What follows belongs to an exercise in optimizing a design on an open flow for small area; a production flow would make more cautious choices. The RTL was checked by simulation tests, not by an equivalence proof against the original design.

==> job 1952 <==
==> flow/design.v <==
module Purify_Line_Buffer #(
	parameter WIDTH = 8,
	parameter LEN   = 1057
) (
	input              clock,
	input              iLoad,
	input  [WIDTH-1:0] shiftin,
	output [WIDTH-1:0] shiftout
);
	reg [WIDTH*LEN-1:0] sr;
	wire [WIDTH-1:0] din = iLoad ? shiftin : sr[WIDTH*LEN-1 -: WIDTH];
	always @(posedge clock)
		sr <= {sr[WIDTH*(LEN-1)-1:0], din};
	assign shiftout = sr[WIDTH*LEN-1 -: WIDTH];
endmodule
module Purify_buffer_3(
    input         iCLK,
    input         iCLKen,      
    input  [7:0]  idata,
    output [7:0]  oRow1,       
    output        oRow0nz      
);
wire [7:0] a_out;
wire       b_out;
Purify_Line_Buffer #(.WIDTH(8), .LEN(1057)) bufA (
    .clock(iCLK), .iLoad(iCLKen), .shiftin(idata), .shiftout(a_out));
Purify_Line_Buffer #(.WIDTH(1), .LEN(1057)) bufB (
    .clock(iCLK), .iLoad(iCLKen), .shiftin(|a_out), .shiftout(b_out));
assign oRow1   = a_out;
assign oRow0nz = b_out;
endmodule
module Purify(
    input            iCLK,
    input      [9:0] idata,
    input            iDVAL,
    input            iFirst,
    input            iSecond,
    input            iValid1,
    input            iValid2,
    output     [7:0] odata
);
wire [7:0] a_out;
wire       b_out;
Purify_buffer_3 buf3_1(
    .iCLK(iCLK),
    .iCLKen(iDVAL),
    .idata(idata[9:2]),
    .oRow1(a_out),
    .oRow0nz(b_out)
);
reg [7:0] e1, e2;         
reg       f3;             
reg       b1, b2, b3;     
reg       z1, z2, z3;     
always @(posedge iCLK) begin
    e1 <= a_out;
    e2 <= e1;
    f3 <= |e2;
    b1 <= b_out;
    b2 <= b1;
    b3 <= b2;
    z1 <= |idata[9:2];
    z2 <= z1;
    z3 <= z2;
end
wire [7:0] center = iFirst ? e1 : e2;
wire l1nz  = (|e1) | (iSecond & (|e2)) | (~iFirst & ~iSecond & f3);
wire l2nz  = b1 | (~iFirst & b2) | (~iFirst & ~iSecond & b3);
wire nz    = z1 | z2 | z3 | l1nz | (iValid2 & l2nz);
assign odata = (iValid1 & nz) ? center : 8'd0;
endmodule
module CalcDir(
    input               iCLK,
    input               iRST_N,
    input       [10:0]  iH_Cont,
    input       [9:0]   iV_Cont,
    input       [9:0]   iColorVal,
    output  reg [2:0]   oDirection,
    output              oMotion
);
reg  [16:0] motion_count [0:6];
reg  [16:0] MostPixel;
reg  [2:0]  MostDirection;
integer i;
wire [10:0] diff = iH_Cont - 11'd216;
wire [6:0]  index;
assign index[6] =                   (diff < 114);
assign index[5] = (114  <= diff) && (diff < 228);
assign index[4] = (228  <= diff) && (diff < 342);
assign index[3] = (342  <= diff) && (diff < 456);
assign index[2] = (456  <= diff) && (diff < 572);
assign index[1] = (572  <= diff) && (diff < 686);
assign index[0] = (686  <= diff) && (diff < 800);
wire vact = (iV_Cont >= 27) && (iV_Cont < 627);
wire hit  = (iColorVal > 200);
always @(posedge iCLK or negedge iRST_N) begin
    if (!iRST_N) begin
        for (i = 0; i < 7; i = i + 1)
            motion_count[i] <= 0;
    end
    else begin
        for (i = 0; i < 7; i = i + 1)
            if (!vact)
                motion_count[i] <= 0;
            else if (hit && index[i])
                motion_count[i] <= motion_count[i] + 1'b1;
    end
end
always @(*) begin
    MostPixel = 0;
    MostDirection = 0;
    for (i = 0; i < 7; i = i + 1) begin
        if (MostPixel < motion_count[i]) begin
            MostPixel = motion_count[i];
            MostDirection = i;
        end
    end
    if (MostPixel < 600)
        MostDirection = 7;
end
always @(posedge iCLK or negedge iRST_N) begin
    if (!iRST_N)
        oDirection  <= 7;
    else if ((iV_Cont == 626) && (iH_Cont == 1015))
        oDirection  <= MostDirection;
end
assign oMotion = ~&oDirection;
endmodule
module	VGA_Controller(	 
						iRed,
						iGreen,
						iBlue,
						oRequest,
						oVGA_R,
						oVGA_G,
						oVGA_B,
						oVGA_H_SYNC,
						oVGA_V_SYNC,
						oVGA_SYNC,
						oVGA_BLANK,
						oDirection,
						oMotion,
						iCLK,
						iRST_N,
						iZOOM_MODE_SW
							);
input		[9:0]	iRed;
input		[9:0]	iGreen;
input		[9:0]	iBlue;
output	reg			oRequest;
output		[9:0]	oVGA_R;
output		[9:0]	oVGA_G;
output		[9:0]	oVGA_B;
output	reg			oVGA_H_SYNC;
output	reg			oVGA_V_SYNC;
output				oVGA_SYNC;
output				oVGA_BLANK;
output  [2:0]   oDirection;
output  	    oMotion;
input				iCLK;
input				iRST_N;
input 				iZOOM_MODE_SW;
reg		[10:0]		H_Cont;
reg		[9:0]		V_Cont;
reg					mVGA_H_SYNC;
reg					mVGA_V_SYNC;
reg		[7:0]		oVGA_PIX;
reg		[1:0]		lines_done;		 
wire	[7:0]		oPurify;
wire	h_act	=	(H_Cont >= 216) && (H_Cont < 1016);
wire	v_act	=	(V_Cont >= 27) && (V_Cont < 627);
assign	oVGA_R		=	{oVGA_PIX, 2'b00};
assign	oVGA_G		=	{oVGA_PIX, 2'b00};
assign	oVGA_B		=	{oVGA_PIX, 2'b00};
assign	oVGA_SYNC	=	1'b0;
assign	oVGA_BLANK	=	oVGA_H_SYNC & oVGA_V_SYNC;
always@(posedge iCLK or negedge iRST_N)
	begin
		if (!iRST_N)
			begin
				oVGA_PIX <= 0;
				oVGA_H_SYNC <= 0;
				oVGA_V_SYNC <= 0;
			end
		else
			begin
				oVGA_PIX <= (h_act && v_act) ? oPurify : 8'd0;
				oVGA_H_SYNC <= mVGA_H_SYNC;
				oVGA_V_SYNC <= mVGA_V_SYNC;
			end
	end
always@(posedge iCLK or negedge iRST_N)
begin
	if(!iRST_N)
		oRequest	<=	0;
	else
		oRequest	<=	(H_Cont >= 214) && (H_Cont < 1014) && v_act;
end
always@(posedge iCLK or negedge iRST_N)
begin
	if(!iRST_N)
	begin
		H_Cont		<=	0;
		mVGA_H_SYNC	<=	0;
	end
	else
	begin
		if( H_Cont != 1056 )
			H_Cont	<=	H_Cont+1'b1;
		else
			H_Cont	<=	0;
		mVGA_H_SYNC	<=	(H_Cont >= 128);
	end
end
always@(posedge iCLK or negedge iRST_N)
begin
	if(!iRST_N)
	begin
		V_Cont		<=	0;
		mVGA_V_SYNC	<=	0;
	end
	else if(H_Cont==0)
	begin
		if( V_Cont != 628 )
			V_Cont	<=	V_Cont+1'b1;
		else
			V_Cont	<=	0;
		mVGA_V_SYNC	<=	(V_Cont >= 4);
	end
end
always@(posedge iCLK or negedge iRST_N)
begin
	if(!iRST_N)
		lines_done	<=	0;
	else if(H_Cont == 1015 && v_act && !lines_done[1])
		lines_done	<=	lines_done + 1'b1;
end
CalcDir    calc0(
	.iCLK(iCLK),
	.iRST_N(iRST_N),
	.iH_Cont(H_Cont),
	.iV_Cont(V_Cont),
	.iColorVal(iGreen),
	.oDirection(oDirection),
	.oMotion(oMotion)
);
Purify     purify0(
	.iCLK(iCLK),
	.idata(iGreen),
	.iDVAL(oRequest),
	.iFirst(H_Cont == 216),
	.iSecond(H_Cont == 217),
	.iValid1(lines_done != 0),
	.iValid2(lines_done[1]),
	.odata(oPurify)
);
endmodule
==> flow/run.sh <==
#!/bin/bash
# synth_recipe.tcl (not shown) runs the flow's synth.tcl, then flattens the netlist and writes it again
# the make line also repeats each setting of config.mk as NAME=value (left out here)
make -C /OpenROAD-flow-scripts/flow DESIGN_CONFIG=/design/flow/config.mk WORK_HOME=/design/flow/orfs CLKGATE_MAP_FILE= SYNTH_SCRIPT=/design/flow/synth_recipe.tcl finish
==> flow/config.mk <==
export PLATFORM = sky130hd
export DESIGN_NAME = VGA_Controller
export DESIGN_NICKNAME = VGA_Controller
export VERILOG_FILES = /design/flow/design.v
export SDC_FILE = /design/flow/constraint.sdc
export NUM_CORES = 4
export LEC_CHECK = 0
export CAP_MARGIN = 20
export CORE_MARGIN = 2
export CORE_UTILIZATION = 55
export PLACE_DENSITY = 0.65
export SLEW_MARGIN = 20
==> flow/constraint.sdc <==
create_clock -name core_clock -period 15.0 [get_ports {iCLK}]
set_input_delay 3.0000 -clock core_clock [delete_from_list [all_inputs] [get_ports {iCLK}]]
set_output_delay 3.0000 -clock core_clock [all_outputs]
set_load 0.01 [all_outputs]
==> job 940 (differences from job 1952) <==
--- a/flow/design.v
+++ b/flow/design.v
@@ -79,49 +79,55 @@
     output              oMotion
 );
-reg  [16:0] motion_count [0:6];
-reg  [16:0] MostPixel;
-reg  [2:0]  MostDirection;
-integer i;
-wire [10:0] diff = iH_Cont - 11'd216;
-wire [6:0]  index;
-assign index[6] =                   (diff < 114);
-assign index[5] = (114  <= diff) && (diff < 228);
-assign index[4] = (228  <= diff) && (diff < 342);
-assign index[3] = (342  <= diff) && (diff < 456);
-assign index[2] = (456  <= diff) && (diff < 572);
-assign index[1] = (572  <= diff) && (diff < 686);
-assign index[0] = (686  <= diff) && (diff < 800);
-wire vact = (iV_Cont >= 27) && (iV_Cont < 627);
-wire hit  = (iColorVal > 200);
-always @(posedge iCLK or negedge iRST_N) begin
-    if (!iRST_N) begin
-        for (i = 0; i < 7; i = i + 1)
-            motion_count[i] <= 0;
+reg  [16:0] r0, r1, r2, r3, r4, r5, r6;
+reg  [16:0] best;
+reg  [2:0]  best_idx;
+wire vact  = (iV_Cont >= 27) && (iV_Cont < 627);
+wire hact  = (iH_Cont >= 216) && (iH_Cont < 1016);
+wire last  = (iV_Cont == 626) && (iH_Cont == 1015);
+reg         band_end;
+reg  [2:0]  band;
+always @(*) begin
+    band_end = 1'b1;
+    band     = 3'd0;
+    case (iH_Cont)
+        11'd329:  band = 3'd6;
+        11'd443:  band = 3'd5;
+        11'd557:  band = 3'd4;
+        11'd671:  band = 3'd3;
+        11'd787:  band = 3'd2;
+        11'd901:  band = 3'd1;
+        11'd1015: band = 3'd0;
+        default:  band_end = 1'b0;
+    endcase
+end
+wire        inc   = vact && hact && (iColorVal > 200) && !last;
+wire [16:0] cur   = r0 + inc;
+wire        rot   = band_end || !vact;
+wire        ge    = (cur >= best);
+wire        take  = (band == 3'd6) || ge;
+always @(posedge iCLK) begin
+    if (rot) begin
+        r0 <= r1;
+        r1 <= r2;
+        r2 <= r3;
+        r3 <= r4;
+        r4 <= r5;
+        r5 <= r6;
+        r6 <= vact ? cur : 17'd0;
     end
     else begin
-        for (i = 0; i < 7; i = i + 1)
-            if (!vact)
-                motion_count[i] <= 0;
-            else if (hit && index[i])
-                motion_count[i] <= motion_count[i] + 1'b1;
+        r0 <= cur;
     end
-end
-always @(*) begin
-    MostPixel = 0;
-    MostDirection = 0;
-    for (i = 0; i < 7; i = i + 1) begin
-        if (MostPixel < motion_count[i]) begin
-            MostPixel = motion_count[i];
-            MostDirection = i;
-        end
+    if (band_end && take) begin
+        best     <= cur;
+        best_idx <= band;
     end
-    if (MostPixel < 600)
-        MostDirection = 7;
-end
+end
+wire enough = (cur >= 600) || (best >= 600);
 always @(posedge iCLK or negedge iRST_N) begin
     if (!iRST_N)
         oDirection  <= 7;
-    else if ((iV_Cont == 626) && (iH_Cont == 1015))
-        oDirection  <= MostDirection;
+    else if (last)
+        oDirection  <= !enough ? 3'd7 : ge ? 3'd0 : best_idx;
 end
 assign oMotion = ~&oDirection;
==> flow/flow/run.sh (new file) <==
#!/bin/bash
# Own flow: the standard layout (standard.sh), with clock tree synthesis
# using small clock buffers and no dummy loads. Each tool's output is in
# orfs/logs/; make's own output goes to flow_make.log here.
set -euo pipefail
export CTS_ARGS="-sink_clustering_enable -repair_clock_nets -dont_use_dummy_load -buf_list sky130_fd_sc_hd__clkbuf_4 -sink_clustering_size 10 -sink_clustering_max_diameter 40"
bash standard.sh > flow_make.log 2>&1
==> flow/standard.sh (new file) <==
#!/bin/bash
# synth_recipe.tcl (not shown) runs the flow's synth.tcl, then flattens the netlist and writes it again
# the make line also repeats each setting of config.mk as NAME=value (left out here)
make -C /OpenROAD-flow-scripts/flow DESIGN_CONFIG=/design/flow/config.mk WORK_HOME=/design/flow/orfs CLKGATE_MAP_FILE= SYNTH_SCRIPT=/design/flow/synth_recipe.tcl "${@:-finish}"
removed: flow/run.sh
==> job 2314 (differences from job 1952) <==
--- a/flow/design.v
+++ b/flow/design.v
@@ -79,49 +79,55 @@
     output              oMotion
 );
-reg  [16:0] motion_count [0:6];
-reg  [16:0] MostPixel;
-reg  [2:0]  MostDirection;
-integer i;
-wire [10:0] diff = iH_Cont - 11'd216;
-wire [6:0]  index;
-assign index[6] =                   (diff < 114);
-assign index[5] = (114  <= diff) && (diff < 228);
-assign index[4] = (228  <= diff) && (diff < 342);
-assign index[3] = (342  <= diff) && (diff < 456);
-assign index[2] = (456  <= diff) && (diff < 572);
-assign index[1] = (572  <= diff) && (diff < 686);
-assign index[0] = (686  <= diff) && (diff < 800);
-wire vact = (iV_Cont >= 27) && (iV_Cont < 627);
-wire hit  = (iColorVal > 200);
-always @(posedge iCLK or negedge iRST_N) begin
-    if (!iRST_N) begin
-        for (i = 0; i < 7; i = i + 1)
-            motion_count[i] <= 0;
+reg  [16:0] r0, r1, r2, r3, r4, r5, r6;
+reg  [16:0] best;
+reg  [2:0]  best_idx;
+wire vact  = (iV_Cont >= 27) && (iV_Cont < 627);
+wire hact  = (iH_Cont >= 216) && (iH_Cont < 1016);
+wire last  = (iV_Cont == 626) && (iH_Cont == 1015);
+reg         band_end;
+reg  [2:0]  band;
+always @(*) begin
+    band_end = 1'b1;
+    band     = 3'd0;
+    case (iH_Cont)
+        11'd329:  band = 3'd6;
+        11'd443:  band = 3'd5;
+        11'd557:  band = 3'd4;
+        11'd671:  band = 3'd3;
+        11'd787:  band = 3'd2;
+        11'd901:  band = 3'd1;
+        11'd1015: band = 3'd0;
+        default:  band_end = 1'b0;
+    endcase
+end
+wire        inc   = vact && hact && (iColorVal > 200) && !last;
+wire [16:0] cur   = r0 + inc;
+wire        rot   = band_end || !vact;
+wire        ge    = (cur >= best);
+wire        take  = (band == 3'd6) || ge;
+always @(posedge iCLK) begin
+    if (rot) begin
+        r0 <= r1;
+        r1 <= r2;
+        r2 <= r3;
+        r3 <= r4;
+        r4 <= r5;
+        r5 <= r6;
+        r6 <= vact ? cur : 17'd0;
     end
     else begin
-        for (i = 0; i < 7; i = i + 1)
-            if (!vact)
-                motion_count[i] <= 0;
-            else if (hit && index[i])
-                motion_count[i] <= motion_count[i] + 1'b1;
+        r0 <= cur;
     end
-end
-always @(*) begin
-    MostPixel = 0;
-    MostDirection = 0;
-    for (i = 0; i < 7; i = i + 1) begin
-        if (MostPixel < motion_count[i]) begin
-            MostPixel = motion_count[i];
-            MostDirection = i;
-        end
+    if (band_end && take) begin
+        best     <= cur;
+        best_idx <= band;
     end
-    if (MostPixel < 600)
-        MostDirection = 7;
-end
+end
+wire enough = (cur >= 600) || (best >= 600);
 always @(posedge iCLK or negedge iRST_N) begin
     if (!iRST_N)
         oDirection  <= 7;
-    else if ((iV_Cont == 626) && (iH_Cont == 1015))
-        oDirection  <= MostDirection;
+    else if (last)
+        oDirection  <= !enough ? 3'd7 : ge ? 3'd0 : best_idx;
 end
 assign oMotion = ~&oDirection;
--- a/flow/config.mk
+++ b/flow/config.mk
@@ -9,4 +9,5 @@
 export CORE_MARGIN = 2
 export CORE_UTILIZATION = 55
+export CTS_BUF_LIST = sky130_fd_sc_hd__clkbuf_8
 export PLACE_DENSITY = 0.65
 export SLEW_MARGIN = 20
==> notes.md <==
- Of job 1952 and job 940, job 1952 has the higher critical path depth (gap 35).
- Sequential share of layout area, highest first: job 940, job 2314, job 1952.
- In job 1952 the maximum frequency is lower than in job 2314, by 45%.
- Clock-buffer cell count, highest first: job 2314, job 1952, job 940.

[re-timing with driven ports]
In the flow no input, the clock included, has a driving cell. The finished layouts below were timed again as built, in two steps. Step 1 (the two cells are an assumption about what drives the block):
set clk [get_ports {iCLK}]
set_driving_cell -lib_cell sky130_fd_sc_hd__clkbuf_16 $clk
set_driving_cell -lib_cell sky130_fd_sc_hd__buf_2 [delete_from_list [all_inputs] $clk]
Step 2 also shifts input and output timing later by t, the mid clock arrival at the registers, as if the neighbouring blocks saw the same clock. Three values: ideal, step 1, step 2; two values: the first two.
| run | t (ns) | setup slack, ns | worst setup path after step 2 | cell pins on the clock port's net |
|---|---|---|---|---|
| job 1952 | 1.099 | 1.172 / 1.172 / 1.172 | register to register | 1 |
| job 940 | 1.600 | 7.776 / 7.841 / 6.241 | input to register | 1 |
| job 2314 | 1.292 | 7.425 / 7.493 / 6.201 | input to register | 1 |
After both steps setup and hold are still met in every run listed. The setup slack of job 940, which loses most, moves by +0.065 ns with the drivers and by -1.535 ns with both steps.
